Background: an optimization exercise with open tools, aiming at a short achievable clock period and few clock cycles. Do not read the settings as production practice.
In this exercise RTL edits were held to simulation tests only and were not proved equivalent to the original.
Power figures rest on the tool's default switching activity, not on a simulated workload.

==> build 65: inputs <==
// proc
module proc (
   halt, imem_addr, dmem_addr, dmem_wdata, dmem_we,
   clk, rst, imem_rdata, dmem_rdata
   );
   input clk;
   input rst;
   output [15:0] imem_addr;
   input [15:0] imem_rdata;
   output [15:0] dmem_addr, dmem_wdata;
   output dmem_we;
   input [15:0] dmem_rdata;
   output halt;
   localparam BTB_N  = 8;               
   reg [15:0] pc;
   reg        d_valid;
   reg [15:0] d_instr;
   reg [15:0] d_pc;
   reg        d_hit;         
   reg        d_ptaken;      
   reg [15:0] d_ptgt;        
   reg [7:0]  d_rs1h, d_rt1h;    
   reg        e_valid;
   reg        e_wr;
   reg [2:0]  e_dst;
   reg        e_load, e_store, e_halt;
   reg        e_bcond;       
   reg        e_jr;          
   reg        e_imm0;        
   reg [1:0]  e_bop;         
   reg        e_ctl;         
   reg        e_dtaken;      
   reg        e_ret;         
   reg        e_ptaken;
   reg [15:0] e_pc, e_pc2, e_target;
   reg [15:0] e_a, e_b, e_s;
   reg        e_az;          
   reg        e_aeqt;        
   reg        e_fa_m, e_fa_w, e_fb_m, e_fb_w, e_fs_m, e_fs_w;
   reg        e_faa_m, e_faa_w, e_fba_m, e_fba_w;
   reg        e_r_add, e_r_sub, e_r_xor, e_r_andn, e_r_shift, e_r_btr,
  ...
Settings: LEC_CHECK=0, ABC_CLOCK_PERIOD_IN_PS=2500, CAP_MARGIN=20, CORE_MARGIN=2, CORE_UTILIZATION=40, SETUP_SLACK_MARGIN=5, SLEW_MARGIN=20; clock period 10.0 ns.
standard.sh (not shown) runs the stock make flow with config.mk's settings and CLKGATE_MAP_FILE= SYNTH_SCRIPT=/design/flow/synth_recipe.tcl, a recipe that flattens the netlist after the stock synthesis.
==> flow/flow/run.sh <==
#!/bin/bash
# The standard layout, with repair_timing aiming for a larger setup margin
# (the clock period and the constraints are unchanged).
sed 's/SETUP_SLACK_MARGIN=[0-9.]*/SETUP_SLACK_MARGIN=7/' standard.sh > standard_margin.sh
bash standard_margin.sh > standard.log 2>&1
==> inputs of build 38, as changes to build 65 <==
--- a/flow/design.v
+++ b/flow/design.v
@@ -6,15 +6,15 @@
    input rst;
    output [15:0] imem_addr;
    input [15:0] imem_rdata;
    output [15:0] dmem_addr, dmem_wdata;
    output dmem_we;
    input [15:0] dmem_rdata;
    output halt;
-   localparam BTB_N  = 8;               
+   localparam BTB_N  = 16;               
    reg [15:0] pc;
    reg        d_valid;
    reg [15:0] d_instr;
    reg [15:0] d_pc;
    reg        d_hit;         
    reg        d_ptaken;      
    reg [15:0] d_ptgt;        
@@ -30,17 +30,21 @@
    reg        e_ctl;         
    reg        e_dtaken;      
    reg        e_ret;         
    reg        e_ptaken;
    reg [15:0] e_pc, e_pc2, e_target;
    reg [15:0] e_a, e_b, e_s;
    reg        e_az;          
+   reg        e_zf;          
+   reg [15:0] e_zk;
+   reg        e_azk;         
    reg        e_aeqt;        
-   reg        e_fa_m, e_fa_w, e_fb_m, e_fb_w, e_fs_m, e_fs_w;
-   reg        e_faa_m, e_faa_w, e_fba_m, e_fba_w;
+   reg        e_fa_m, e_fb_m, e_fs_m;
+   reg        e_faa_m, e_fba_m;
+   reg        e_alate;       
    reg        e_r_add, e_r_sub, e_r_xor, e_r_andn, e_r_shift, e_r_btr,
               e_r_slbi, e_r_b, e_r_link, e_cmp;
    reg [1:0]  e_shop;        
    reg        m_wr, m_load, m_we, m_halt;
    reg        m_cmp;         
    reg [15:0] m_ca, m_cb;
    reg [1:0]  m_cop;         
@@ -53,15 +57,15 @@
    reg        rfz [0:7];
    reg [15:0] ras;
    reg [BTB_N-1:0]  btb_v;
    reg [14:0]       btb_tag [0:BTB_N-1];    
    reg [15:0]       btb_tgt [0:BTB_N-1];
    reg [1:0]        btb_ctr [0:BTB_N-1];
    reg              btb_ret [0:BTB_N-1];
-   reg [2:0]        btb_rr;
+   reg [3:0]        btb_rr;
    reg        p_valid;
    reg [15:0] p_tgt;
    reg        rst_r;
    reg        u_en, u_taken, u_ret;
    reg [15:0] u_pc, u_tgt;
    assign imem_addr = pc;
    reg [BTB_N-1:0] f_hitv;
@@ -105,14 +109,16 @@
    wire [15:0] imm5z = {11'd0, d_instr[4:0]};
    wire [15:0] imm8s = {{8{d_instr[7]}}, d_instr[7:0]};
    wire [15:0] imm8z = {8'd0, d_instr[7:0]};
    wire [15:0] disps = {{5{d_instr[10]}}, d_instr[10:0]};
    wire use1 = ~(i_halt | (op == 5'b00001) | i_lbi | i_j | i_jal |
                  (op == 5'b00010) | (op == 5'b00011));
    wire use2 = i_alur | i_shr | i_cmp | i_st | i_stu;
+   wire [15:0] x_zk = (op[1:0] == 2'b00) ? (16'd0 - imm5s) :
+                      (op[1:0] == 2'b01) ? imm5s : imm5z;
    wire x_addsub = (i_alui & ~op[1]) | (i_alur & ~d_instr[1]) | i_st | i_ld | i_stu |
                    i_jr | i_jalr;
    wire x_wr = i_alur | i_shr | i_cmp | i_btr | i_alui | i_shi | i_ld |
                i_stu | i_lbi | i_slbi | i_jal | i_jalr;
    wire [2:0] x_dst = (i_alur | i_shr | i_cmp | i_btr) ? rd :
                       (i_alui | i_shi | i_ld) ? rt :
                       (i_jal | i_jalr) ? 3'd7 : rs;
@@ -129,48 +135,62 @@
          rf_rs = rf_rs | ({16{d_rs1h[ri]}} & rf[ri]);
          rf_rt = rf_rt | ({16{d_rt1h[ri]}} & rf[ri]);
          rfz_rs = rfz_rs | (d_rs1h[ri] & rfz[ri]);
       end
    end
    wire [15:0] rf1 = w_hit1 ? w_data : rf_rs;
    wire [15:0] rf2 = w_hit2 ? w_data : rf_rt;
+   wire [15:0] wd_next;
    wire hz1_e = e_valid & e_wr & (e_dst == rs);
    wire hz2_e = e_valid & e_wr & (e_dst == rt);
    wire hz1_m = m_wr & (m_dst == rs);
    wire hz2_m = m_wr & (m_dst == rt);
+   wire [15:0] rf2_f = hz2_m ? wd_next : rf2;
    wire e_late = e_load | e_cmp;
    wire ld_use = e_valid & e_late & ((use1 & hz1_e) | (use2 & hz2_e));
    wire d_stall = d_valid & ld_use;
    reg  [15:0] d_pc2;
-   wire [15:0] br_tgt = d_pc2 + imm8s;
-   wire [15:0] j_tgt  = d_pc2 + disps;
+   reg  [7:0]  d_hi8_p1, d_hi8_m1;
+   reg  [4:0]  d_hi5_p1, d_hi5_m1;
+   wire [8:0]  br_lo = {1'b0, d_pc2[7:0]} + {1'b0, d_instr[7:0]};
+   wire [7:0]  br_hi = d_instr[7] ? (br_lo[8] ? d_pc2[15:8] : d_hi8_m1)
+                                  : (br_lo[8] ? d_hi8_p1 : d_pc2[15:8]);
+   wire [15:0] br_tgt = {br_hi, br_lo[7:0]};
+   wire [11:0] j_lo = {1'b0, d_pc2[10:0]} + {1'b0, d_instr[10:0]};
+   wire [4:0]  j_hi = d_instr[10] ? (j_lo[11] ? d_pc2[15:11] : d_hi5_m1)
+                                  : (j_lo[11] ? d_hi5_p1 : d_pc2[15:11]);
+   wire [15:0] j_tgt = {j_hi, j_lo[10:0]};
    wire bcnd_eff = i_bcnd & (d_instr[7:0] != 8'd0);
    wire jmp_eff  = (i_j | i_jal) & (d_instr[10:0] != 11'd0);
    wire jr_any   = i_jr | i_jalr;
-   wire [15:0] ctl_tgt = i_bcnd ? br_tgt : j_tgt;
+   wire [15:0] ctl_tgt = ({16{i_bcnd}} & br_tgt) | ({16{~i_bcnd}} & j_tgt);
    wire w_zero = (w_data == 16'd0);
    wire m_zero = (m_result == 16'd0);
-   wire d_zero = hz1_m ? m_zero : w_hit1 ? w_zero : rfz_rs;
+   wire z_e = e_azk;
+   wire d_zero = hz1_e ? z_e : hz1_m ? m_zero : w_hit1 ? w_zero : rfz_rs;
    wire d_sign = hz1_m ? m_result[15] : rf1[15];
    wire d_ready = ~hz1_e & ~(hz1_m & (m_load | m_cmp));
    wire d_taken = (op[1:0] == 2'b00) ? d_zero :
                   (op[1:0] == 2'b01) ? ~d_zero :
                   (op[1:0] == 2'b10) ? d_sign : ~d_sign;
-   wire d_bres = bcnd_eff & d_ready;
+   wire d_bres = bcnd_eff & (d_ready | (hz1_e & e_zf & ~op[1]));
    wire s_taken = jmp_eff | (bcnd_eff & d_instr[7]);
    wire d_redir_res  = d_bres & (d_taken ^ d_ptaken);
    wire d_redir_pred = ~d_bres & ~d_hit & s_taken;
-   wire d_redirect   = d_valid & (d_redir_res | d_redir_pred);
-   wire [15:0] d_redir_pc = (d_bres & ~d_taken) ? d_pc2 : ctl_tgt;
-   wire x_ptaken = d_hit ? d_ptaken : s_taken;
-   wire [15:0] a = e_fa_m ? m_result : e_fa_w ? w_data : e_a;
-   wire [15:0] b = e_fb_m ? m_result : e_fb_w ? w_data : e_b;
-   wire [15:0] s = e_fs_m ? m_result : e_fs_w ? w_data : e_s;
-   wire [15:0] aa = e_faa_m ? m_result : e_faa_w ? w_data : e_a;
-   wire [15:0] ba = e_fba_m ? m_result : e_fba_w ? w_data : e_b;
+   wire [15:0] jr_val = hz1_m ? m_result : rf1;
+   wire d_jr_go = jr_any & ~d_ptaken & (d_instr[7:0] == 8'd0) & d_ready;
+   wire [15:0] d_jtgt = d_ptaken ? d_ptgt : jr_val;
+   wire d_redirect   = d_valid & (d_redir_res | d_redir_pred | d_jr_go);
+   wire [15:0] d_redir_pc = jr_any ? jr_val : (d_bres & ~d_taken) ? d_pc2 : ctl_tgt;
+   wire x_ptaken = d_jr_go | (d_hit ? d_ptaken : s_taken);
+   wire [15:0] a = e_fa_m ? m_result : e_a;
+   wire [15:0] b = e_fb_m ? m_result : e_b;
+   wire [15:0] s = e_fs_m ? m_result : e_s;
+   wire [15:0] aa = e_faa_m ? m_result : e_a;
+   wire [15:0] ba = e_fba_m ? m_result : e_b;
    wire [15:0] sum  = aa + ba;
    wire [15:0] diff = ba - aa;
    wire [31:0] rl   = {a, a} << b[3:0];
    wire [31:0] rr   = {a, a} >> b[3:0];
    wire [15:0] sh_rol = rl[31:16];
    wire [15:0] sh_sll = a << b[3:0];
    wire [15:0] sh_ror = rr[15:0];
@@ -189,17 +209,17 @@
         ({16{e_r_xor}}   & (a ^ b)) |
         ({16{e_r_andn}}  & (a & ~b)) |
         ({16{e_r_shift}} & shv) |
         ({16{e_r_btr}}   & btr) |
         ({16{e_r_slbi}}  & {a[7:0], e_b[7:0]}) |
         ({16{e_r_b}}     & e_b) |
         ({16{e_r_link}}  & e_pc2);
-   wire a_zero = e_fa_m ? m_zero : e_fa_w ? w_zero : e_az;
+   wire a_zero = e_fa_m ? m_zero : e_alate ? (e_a == 16'd0) : e_az;
    wire a_eqt  = e_fa_m ? (m_result == e_target) :
-                 e_fa_w ? (w_data == e_target) : e_aeqt;
+                 e_alate ? (e_a == e_target) : e_aeqt;
    wire taken = (e_bop == 2'b00) ? a_zero :
                 (e_bop == 2'b01) ? ~a_zero :
                 (e_bop == 2'b10) ? a[15] : ~a[15];
    wire jr_ok = e_ptaken & e_imm0 & a_eqt;
    wire e_mispredict = e_valid & ((e_bcond & (taken ^ e_ptaken)) |
                                   (e_jr & ~jr_ok));
    wire [15:0] e_fix_pc = e_jr ? a : taken ? e_target : e_pc2;
@@ -226,14 +246,18 @@
       end
    end
    always @(posedge clk) begin
       if (!d_stall) begin
          d_instr  <= imem_rdata;
          d_pc     <= pc;
          d_pc2    <= f_pc2;
+         d_hi8_p1 <= f_pc2[15:8] + 8'd1;
+         d_hi8_m1 <= f_pc2[15:8] - 8'd1;
+         d_hi5_p1 <= f_pc2[15:11] + 5'd1;
+         d_hi5_m1 <= f_pc2[15:11] - 5'd1;
          d_hit    <= f_hit;
          d_ptaken <= f_ptaken;
          d_ptgt   <= f_ptgt;
          d_rs1h   <= 8'd1 << imem_rdata[10:8];
          d_rt1h   <= 8'd1 << imem_rdata[7:5];
       end
    end
@@ -247,45 +271,44 @@
       else e_valid <= x_go & ~kill_d;
    end
    always @(posedge clk) begin
       e_wr     <= x_go & x_wr;
       e_load   <= x_go & i_ld;
       e_store  <= x_go & (i_st | i_stu);
       e_halt   <= x_go & i_halt;
-      e_bcond  <= x_go & bcnd_eff & ~d_ready;
+      e_bcond  <= x_go & bcnd_eff & ~d_bres;
       e_jr     <= x_go & jr_any;
       e_imm0   <= (d_instr[7:0] == 8'd0);
       e_ret    <= i_jr & (rs == 3'd7);
       e_ctl    <= x_go & (bcnd_eff | jmp_eff | jr_any);
       e_dtaken <= jmp_eff | d_taken;
       e_dst    <= x_dst;
       e_bop    <= op[1:0];
       e_ptaken <= x_ptaken;
       e_pc     <= d_pc;
       e_pc2    <= d_pc2;
-      e_target <= jr_any ? d_ptgt : ctl_tgt;
-      e_a      <= rf1;
-      e_az     <= w_hit1 ? w_zero : rfz_rs;
-      e_aeqt   <= (rf1 == d_ptgt);
+      e_target <= jr_any ? d_jtgt : ctl_tgt;
+      e_a      <= hz1_m ? wd_next : rf1;
+      e_alate  <= hz1_m & (m_load | m_cmp);
+      e_az     <= hz1_m ? m_zero : w_hit1 ? w_zero : rfz_rs;
+      e_zf     <= i_alui & ~(op[1] & op[0]) & ~hz1_e & ~(hz1_m & (m_load | m_cmp));
+      e_zk     <= x_zk;
+      e_azk    <= ((hz1_m ? m_result : rf1) == x_zk);    
+      e_aeqt   <= ((hz1_m ? m_result : rf1) == d_jtgt);
       e_b      <= (i_alui & ~op[1]) ? imm5s :
                   i_alui ? imm5z :
                   (i_shi | i_st | i_ld | i_stu) ? imm5s :
                   (i_lbi | jr_any) ? imm8s :
-                  i_slbi ? imm8z : rf2;
-      e_s      <= rf2;
+                  i_slbi ? imm8z : rf2_f;
+      e_s      <= rf2_f;
       e_fa_m   <= hz1_e;
-      e_fa_w   <= ~hz1_e & hz1_m;
       e_fb_m   <= use2 & ~i_st & ~i_stu & hz2_e;
-      e_fb_w   <= use2 & ~i_st & ~i_stu & ~hz2_e & hz2_m;
       e_faa_m  <= x_addsub & hz1_e;
-      e_faa_w  <= x_addsub & ~hz1_e & hz1_m;
       e_fba_m  <= x_addsub & use2 & ~i_st & ~i_stu & hz2_e;
-      e_fba_w  <= x_addsub & use2 & ~i_st & ~i_stu & ~hz2_e & hz2_m;
       e_fs_m   <= hz2_e;
-      e_fs_w   <= ~hz2_e & hz2_m;
       e_r_add  <= (i_alui & op[1:0] == 2'b00) | (i_alur & d_instr[1:0] == 2'b00) |
                   i_st | i_ld | i_stu;
       e_r_sub  <= (i_alui & op[1:0] == 2'b01) | (i_alur & d_instr[1:0] == 2'b01);
       e_r_xor  <= (i_alui & op[1:0] == 2'b10) | (i_alur & d_instr[1:0] == 2'b10);
       e_r_andn <= (i_alui & op[1:0] == 2'b11) | (i_alur & d_instr[1:0] == 2'b11);
       e_r_shift<= i_shi | i_shr;
       e_shop   <= i_shi ? op[1:0] : i_cmp ? op[1:0] : d_instr[1:0];
@@ -325,21 +348,22 @@
    wire [16:0] csum = {1'b0, m_ca} + {1'b0, m_cb};
    wire        ceq  = (m_ca == m_cb);
    wire        cltu = (m_ca[14:0] < m_cb[14:0]);
    wire        clt  = (m_ca[15] & ~m_cb[15]) | (~(m_ca[15] ^ m_cb[15]) & cltu);
    wire        cbit = (m_cop == 2'b00) ? ceq :
                       (m_cop == 2'b01) ? clt :
                       (m_cop == 2'b10) ? (clt | ceq) : csum[16];
+   assign wd_next = m_load ? dmem_rdata : m_cmp ? {15'd0, cbit} : m_result;
    always @(posedge clk) begin
       if (rst) w_wr <= 1'b0;
       else w_wr <= m_wr;
    end
    always @(posedge clk) begin
       w_dst  <= m_dst;
-      w_data <= m_load ? dmem_rdata : m_cmp ? {15'd0, cbit} : m_result;
+      w_data <= wd_next;
    end
    integer k;
    always @(posedge clk) begin
       if (rst_r) begin
          for (k = 0; k < 8; k = k + 1) begin
             rf[k]  <= 16'd0;
             rfz[k] <= 1'b1;
@@ -370,26 +394,26 @@
    wire u_match = |u_hitv;
    wire [1:0] u_inc = (u_ctr == 2'b11) ? 2'b11 : u_ctr + 2'b01;
    wire [1:0] u_dec = (u_ctr == 2'b00) ? 2'b00 : u_ctr - 2'b01;
    integer j;
    always @(posedge clk) begin
       if (rst) begin
          btb_v  <= {BTB_N{1'b0}};
-         btb_rr <= 3'd0;
+         btb_rr <= 4'd0;
       end else if (u_en) begin
          if (u_match) begin
             for (j = 0; j < BTB_N; j = j + 1) if (u_hitv[j]) begin
                btb_tgt[j] <= u_taken ? u_tgt : btb_tgt[j];
                btb_ret[j] <= u_taken ? u_ret : btb_ret[j];
                btb_ctr[j] <= u_taken ? u_inc : u_dec;
             end
          end else if (u_taken) begin
             btb_v[btb_rr]   <= 1'b1;
             btb_tag[btb_rr] <= u_pc[15:1];
             btb_tgt[btb_rr] <= u_tgt;
             btb_ret[btb_rr] <= u_ret;
             btb_ctr[btb_rr] <= 2'b11;
-            btb_rr <= btb_rr + 3'd1;
+            btb_rr <= btb_rr + 4'd1;
          end
       end
    end
 endmodule
==> flow/flow/run.sh (replaced) <==
#!/bin/bash
# The standard layout, with two changes to how it is made (the clock
# period and the constraints are unchanged):
#  - repair_timing aims for a larger setup margin;
#  - synthesis leaves adders to ABC instead of mapping them to the
#    library's full/half adder cells (registers are unchanged).
sed 's/SETUP_SLACK_MARGIN=[0-9.]*/SETUP_SLACK_MARGIN=7 ADDER_MAP_FILE=/' standard.sh > standard_margin.sh
bash standard_margin.sh > standard.log 2>&1
==> comparison <==
Build 38 finished clean. Build 65 produced a clean layout. Of build 65 and build 38, build 38 has the higher non-clock buffer count (gap 464). Against build 65, the die area of build 38 is higher by about 35%. Against build 38, the via count of build 65 is smaller by 31%. Against build 65, the total power of build 38 is larger by 39%. Register-to-register slack: build 65 is higher than build 38 (0.14 ns). Against build 38, the global-route usage of build 65 is lower by 3.9 points. In build 38 the fmax is smaller than in build 65, by 4.0%. In build 38 the synthesized area is larger than in build 65, by 35%. Of build 38 and build 65, build 65 has the higher clock skew (gap 0.016 ns).
==> figures <==
	build 65	build 38
Clock-net power	3.47 mW	4.97 mW
Internal power contribution	6.56 mW	9.25 mW
Power in sequential cells	4.12 mW	5.66 mW
Grt met3 use	6.06%	6.94%
Final min period	3.32 ns	3.46 ns
Result of the run	complete, no violations	complete, no violations
Power Combinational	1.88 mW	2.51 mW
Origin of the worst setup path	d_instr[15]	pc[2]
Width of the chip	327 µm	380 µm
Maximum clock skew at final layout	0.0779 ns	0.0622 ns
Layout cell share with drive strength beyond 1	22.6%	31.0%
Fin crit share	33.2%	34.6%
Static leakage	19.2 nW	28.2 nW
Number of cells on the critical path	15	16
Total length of routed met2 wires	66.8 mm	107 mm
Layout multi-input combinational cell count	2657	3458
Parity-gate share of the synthesized area counting xor and xnor cells	7.48%	10.7%
Worst-case vdd ir drop	0.147 mV	0.188 mV
Simple logic cell fraction of the synthesized area	12.3%	11.5%
Reg-to-reg critical path startpoint	d_instr[15]	pc[2]
Testbench counts of build 65, summed over its fixed seeds: cycles 93,622.
Testbench counts of build 38, summed over its fixed seeds: cycles 91,433.

## port drivers added, routing unchanged
Ports are ideal in the flow. The routed layouts listed here were re-timed in OpenROAD.
Step 1 (the two cells are an assumption about what drives the block):
set clk [get_ports {clk}]
set_driving_cell -lib_cell sky130_fd_sc_hd__clkbuf_16 $clk
set_driving_cell -lib_cell sky130_fd_sc_hd__buf_2 [delete_from_list [all_inputs] $clk]
Step 2 also shifts input and output timing later by t, the mid clock arrival at the registers, as if the neighbouring blocks saw the same clock.
Slacks: ideal ports / drivers / drivers and shift; pairs: ideal ports / drivers.
run | t, ns | setup slack, ns | worst setup path after step 2 | worst slew at a driven data input, ns
build 65 | 0.734 | 6.677 / 6.620 / 6.221 | input to register | 0.05
build 38 | 0.837 | 6.539 / 6.503 / 5.944 | input to register | 0.08
After both steps every run listed still meets setup and hold. For build 38, which loses most, drivers alone change the setup slack by -0.036 ns; drivers and shift together by -0.595 ns.
